Context: an optimization exercise on an open-source flow, tuned for small area. The choices shown serve that exercise and are no tape-out recipe.
Function was checked by simulation only, so behaviour that the tests miss may differ from the original.
The clock port is modelled as an ideal driver; clocking choices that lean on that would not hold on a real chip.
Power is estimated from default activity; no workload was simulated.

==> wip/ember: inputs <==
Design top, start of the top module:
module top(
    input  clk,
    input  rst_n,
    input  BTNU,
    output h_sync,
    output v_sync,
    output wire [3:0] red,
    output wire [3:0] green,
    output wire [3:0] blue,
    output [3:0] an,
    output [6:0] seg
);
clock: 6.7 ns
lec_check: 0
cap_margin: 20
core_margin: 2
core_utilization: 70
place_density: 0.8
slew_margin: 20
run.sh (not shown) runs the stock make flow with config.mk's settings and CLKGATE_MAP_FILE= SYNTH_SCRIPT=/design/flow/synth_recipe.tcl, a recipe that flattens the netlist after the stock synthesis.
==> wip/sierra (differences from wip/ember) <==
Settings changed: CORE_UTILIZATION 70 to 40, PLACE_DENSITY 0.8 to 0.6.
==> results.yml <==
status:
  status: "timing/DRC/antenna clean"
grt:
  grtUsageMet1_pct: 39.5
  grt_max_degree: 92
worst_setup_path:
  cp.depth: 21
  crit_fanout: 3
final_layout:
  fin_util_pct: 81.5
  design_area_um2: 5600
sta:
  fin_skew_ps: 7.37
  fin_worst_hold_slack_ps: 367
  fin_crit_sh_pct: 99.1
  fin_tns_setup_ps: 0
placed_design:
  dpl-instance-area_um2: 5340
floorplanning:
  die_x_um: 88.5
cts:
  cts_resized: 28
Source of the figures above: wip/ember

==> results.yml <==
status:
  status: "complete, but fails checks"
  so.violations: "setup timing"
sta:
  setup_slack_ps: -13.0
  fin_skew_ps: 5.70
  setup_viol: 1
  fin_tns_setup_ps: -13.0
  fin_worst_hold_slack_ps: 352
worst_setup_path:
  cp.depth: 20
  crit_fanout: 4
yosys:
  ys_types: 57
grt:
  grt_pass1_wl_um: 15900
  grt_max_degree: 76
  grtUsageMet1_pct: 22.8
placed_design:
  dp.cells: 616
  dpl-instance-area_um2: 5440
final_layout:
  fin_util_pct: 48.5
  design_area_um2: 5870
Source of the figures above: wip/sierra


==> job 4752: inputs <==
Another version of the RTL of top (not shown whole).
clock: 6.7 ns
lec_check: 0
cap_margin: 20
core_margin: 2
core_utilization: 70
place_density: 0.8
slew_margin: 20
standard.sh (not shown) runs the stock make flow with config.mk's settings and CLKGATE_MAP_FILE= SYNTH_SCRIPT=/design/flow/synth_recipe.tcl, a recipe that flattens the netlist after the stock synthesis.
==> flow/flow/run.sh <==
#!/bin/bash
# Own layout flow: the standard flow (standard.sh) with three changes:
#  - synthesis maps the logic with an area-oriented ABC script (abc_area.script);
#    everything else in synthesis, registers included, is the standard flow's own;
#  - the ports get the smallest buffer (buf_1);
#  - the clock tree is built by pre_cts.tcl (four clkbuf_8 fed by the port).
set -euo pipefail
F="$PWD/flow"
cat > "$F/my_synth.tcl" <<EOT
proc abc {args} {
  set i [lsearch \$args -script]
  if {\$i >= 0} { lset args [expr {\$i + 1}] $F/abc_area.script }
  yosys abc {*}\$args
}
source $PWD/synth_recipe.tcl
EOT
export BUFFER_PORTS_ARGS="-buffer_cell sky130_fd_sc_hd__buf_1"
export PRE_CTS_TCL="$F/pre_cts.tcl"
bash standard.sh SYNTH_SCRIPT="$F/my_synth.tcl" finish > standard.log 2>&1
==> flow/flow/abc_area.script <==
&get -n
&st
&syn2
&dch -f
&nf -a -R 1000
&put
mfs2
&get -n
&st
&syn2
&dch -f
&nf -a -R 1000
&put
mfs2
&get -n
&st
&dch -f
&nf -a -R 1000
&put
topo
==> flow/flow/clk.tcl <==
# Hand-built clock tree: the clock port drives NB leaf clock buffers, each
# driving an equal share of the flip-flops, split by recursive bisection of
# their placed locations; each buffer is placed at the centre of its share.
proc clk_split { sinks k } {
  if {$k == 1} { return [list $sinks] }
  set xs {}; set ys {}
  foreach s $sinks { lappend xs [lindex $s 1]; lappend ys [lindex $s 2] }
  set xs [lsort -real $xs]; set ys [lsort -real $ys]
  set axis [expr {([lindex $xs end] - [lindex $xs 0]) >= ([lindex $ys end] - [lindex $ys 0]) ? 1 : 2}]
  set sorted [lsort -real -index $axis $sinks]
  set k1 [expr {$k / 2}]
  set n1 [expr {int(round([llength $sinks] * double($k1) / $k))}]
  return [concat [clk_split [lrange $sorted 0 [expr {$n1 - 1}]] $k1] \
                 [clk_split [lrange $sorted $n1 end] [expr {$k - $k1}]]]
}

proc manual_clock_tree { nb bufname } {
  set block [ord::get_db_block]
  set clknet [$block findNet clk]
  set master [[ord::get_db] findMaster $bufname]
  set sinks {}
  foreach it [$clknet getITerms] {
    set b [[$it getInst] getBBox]
    lappend sinks [list $it [expr {([$b xMin] + [$b xMax]) / 2.0}] [expr {([$b yMin] + [$b yMax]) / 2.0}]]
  }
  set k 0
  foreach group [clk_split $sinks $nb] {
    set buf [odb::dbInst_create $block $master clkbuf_leaf_$k]
    set net [odb::dbNet_create $block clknet_leaf_$k]
    $net setSigType CLOCK
    [$buf findITerm A] connect $clknet
    [$buf findITerm X] connect $net
    set sx 0; set sy 0
    foreach s $group {
      set it [lindex $s 0]; $it disconnect; $it connect $net
      set sx [expr {$sx + [lindex $s 1]}]; set sy [expr {$sy + [lindex $s 2]}]
    }
    set m [llength $group]
    $buf setLocation [expr {int($sx / $m)}] [expr {int($sy / $m)}]
    $buf setPlacementStatus PLACED
    incr k
  }
}
==> flow/flow/my_synth.tcl <==
proc abc {args} {
  set i [lsearch $args -script]
  if {$i >= 0} { lset args [expr {$i + 1}] /design/flow/flow/abc_area.script }
  yosys abc {*}$args
}
source /design/flow/synth_recipe.tcl
==> flow/flow/pre_cts.tcl <==
# PRE_CTS hook: build the clock tree by hand (the clock port drives four
# clkbuf_8, each driving a cluster of flip-flops) and have TritonCTS skip
# those nets, so it adds no further levels or dummy loads.
source [file join [file dirname [info script]] clk.tcl]
manual_clock_tree 4 sky130_fd_sc_hd__clkbuf_16
set_cts_config -skip_nets {clk clknet_leaf_0 clknet_leaf_1 clknet_leaf_2 clknet_leaf_3}
==> job 8355: changes against job 4752 <==
==> flow/flow/run.sh (replaced) <==
#!/bin/bash
# Own layout flow: the standard flow (standard.sh), with the smallest
# buffer on the ports and no dummy clock loads in CTS.
set -e
export BUFFER_PORTS_ARGS="-buffer_cell sky130_fd_sc_hd__buf_1"
export CTS_ARGS="-repair_clock_nets -dont_use_dummy_load -root_buf sky130_fd_sc_hd__clkbuf_16 -buf_list sky130_fd_sc_hd__clkbuf_16"
bash standard.sh > standard.log 2>&1
removed: flow/flow/abc_area.script
removed: flow/flow/clk.tcl
removed: flow/flow/my_synth.tcl
removed: flow/flow/pre_cts.tcl
==> job 3124: changes against job 4752 <==
==> flow/run.sh (new file) <==
#!/bin/bash
# synth_recipe.tcl (not shown) runs the flow's synth.tcl, then flattens the netlist and writes it again
# the make line also repeats each setting of config.mk as NAME=value (left out here)
make -C /OpenROAD-flow-scripts/flow DESIGN_CONFIG=/design/flow/config.mk WORK_HOME=/design/flow/orfs CLKGATE_MAP_FILE= SYNTH_SCRIPT=/design/flow/synth_recipe.tcl finish
removed: flow/flow/run.sh
removed: flow/flow/abc_area.script
removed: flow/flow/clk.tcl
removed: flow/flow/my_synth.tcl
removed: flow/flow/pre_cts.tcl
removed: flow/standard.sh
==> job 8654: changes against job 4752 <==
==> flow/flow/run.sh (replaced) <==
#!/bin/bash
# Own layout flow: the standard flow (standard.sh) with three changes:
#  - synthesis maps the logic with an area-oriented ABC script (abc_area.script)
#    and extracts only full adders (no half adders) before it; everything else
#    in synthesis, registers included, is the standard flow's own;
#  - the ports get the smallest buffer (buf_1);
#  - the clock tree is built by pre_cts.tcl (three clkbuf_16 fed by the port).
set -euo pipefail
F="$PWD/flow"
cat > "$F/my_synth.tcl" <<EOT
proc abc {args} {
  set i [lsearch \$args -script]
  if {\$i >= 0} { lset args [expr {\$i + 1}] $F/abc_area.script }
  yosys abc {*}\$args
}
proc extract_fa {args} { yosys extract_fa -fa }
source $PWD/synth_recipe.tcl
EOT
export BUFFER_PORTS_ARGS="-buffer_cell sky130_fd_sc_hd__buf_1"
export PRE_CTS_TCL="$F/pre_cts.tcl"
bash standard.sh SYNTH_SCRIPT="$F/my_synth.tcl" finish > standard.log 2>&1
--- a/flow/flow/my_synth.tcl
+++ b/flow/flow/my_synth.tcl
@@ -4,3 +4,4 @@
   yosys abc {*}$args
 }
+proc extract_fa {args} { yosys extract_fa -fa }
 source /design/flow/synth_recipe.tcl
==> flow/flow/pre_cts.tcl (replaced) <==
# PRE_CTS hook: build the clock tree by hand (the clock port drives four
# clkbuf_8, each driving a cluster of flip-flops) and have TritonCTS skip
# those nets, so it adds no further levels or dummy loads.
source [file join [file dirname [info script]] clk.tcl]
manual_clock_tree 3 sky130_fd_sc_hd__clkbuf_16
set_cts_config -skip_nets {clk clknet_leaf_0 clknet_leaf_1 clknet_leaf_2}
==> summary of the runs <==
In non-clock buffer count, job 3124 and job 8355 do not differ. In job 4752 the register-to-register slack is lower than in job 3124, by 0.12 ns. In job 3124 the wire length is larger than in job 4752, by about 4%. In job 8355 the final area is higher than in job 4752, by about 5%. Maximum frequency: job 8355 > job 8654 > job 4752 > job 3124. Between job 3124 and job 8654, the lower global-route usage is in job 8654 (gap 0.79 points). Of job 4752 and job 3124, job 3124 has the higher die area (gap 2.9%, measured against job 3124). First-iteration DRC count: job 4752 < job 8355 < job 3124 < job 8654. Against job 3124, the sequential power of job 4752 is larger by about 16%. Job 4752 went through all stages and came out clean. Job 8654 finished with timing, DRC and antenna clean. Job 3124 ran to the end with no violations. Job 8355 produced a clean layout. Final cell count, highest first: job 8654, job 3124, job 8355, job 4752.
==> figures <==
                                                                   job 4752                    job 8355    job 8654                   job 3124
Initial DRC Count                                                       151                         185         228                        198
Clock buffer and inverter area fraction after layout                      -                       4.47%           -                      4.04%
Total clock network power                                            240 uW                      415 uW      216 uW                     389 uW
First-pass GRT wire length                                         13800 um                    13500 um    13900 um                   13700 um
Met1 routing resource usage after global routing                      34.4%                       31.9%       38.9%                      32.3%
Number of logic stages on the critical path including buffering          13                          12          13                         12
Total via count after detailed routing                                 2895                        2956        3081                       2928
Wire length per cell                                                16.0 um                     16.5 um     15.5 um                    16.2 um
Clock root buffer                                                         -  sky130_fd_sc_hd__clkbuf_16           -  sky130_fd_sc_hd__clkbuf_8
Tap Cells                                                                77                          80          77                         80
P_sw                                                                 318 uW                      215 uW      321 uW                     238 uW
Post-Synth XOR/XNOR Area                                              3.42%                       4.42%       7.97%                      4.42%
Internal power                                                       801 uW                      814 uW      770 uW                     764 uW
GRT Total Usage                                                       23.1%                       23.5%       23.2%                      24.0%
Share of the final layout cell area in multi-input gates              42.5%                       42.6%       42.9%                      41.5%
Status                                             timing/DRC/antenna clean    timing/DRC/antenna clean  timing/DRC/antenna clean   timing/DRC/antenna clean
Initial core utilization                                              72.6%                       71.2%       71.7%                      71.2%
Max FO, Critical Path                                                     4                           3           3                          3
Multi-In Gates                                                          249                         248         293                        248
Slew at the pin closest to its max-slew limit                      0.964 ns                    0.796 ns    0.783 ns                   0.772 ns
Area of the multi-input gates                                    2030 sq um                  2140 sq um  2000 sq um                 2140 sq um

[separate check: timing with driven ports]
In the flow no input, the clock included, has a driving cell. The finished layouts below were timed again as built, in two steps. Step 1, drivers: a clkbuf_16 drives clk and a buf_2 each remaining input, both assumed. Step 2 times the ports against the registers' clock, not the clock port: input delays grow and output delays shrink by t, the midpoint of the rising clock arrivals with the driver on. a / b / c = no drivers / after step 1 / after step 2; a / b = the first two.
run	shift t [ns]	setup WS [ns]	worst setup path after step 2	latest minus earliest clock arrival (ns)	worst register clock-pin slew, ns
wip/ember	0.393	0.057 / 0.026 / 0.418	register to output	0.010 / 0.009	0.10 / 0.10
wip/sierra	0.376	-0.013 / -0.049 / 0.327	register to output	0.006 / 0.006	0.07 / 0.07
job 4752	0.228	1.025 / 0.948 / 1.177	register to output	0.014 / 0.015	0.09 / 0.09
job 8355	0.366	1.311 / 1.275 / 1.517	register to register	0.026 / 0.026	0.07 / 0.07
job 3124	0.393	0.905 / 0.874 / 1.267	register to output	0.017 / 0.016	0.10 / 0.10
job 8654	0.231	1.087 / 1.024 / 1.256	register to output	0.014 / 0.015	0.12 / 0.12
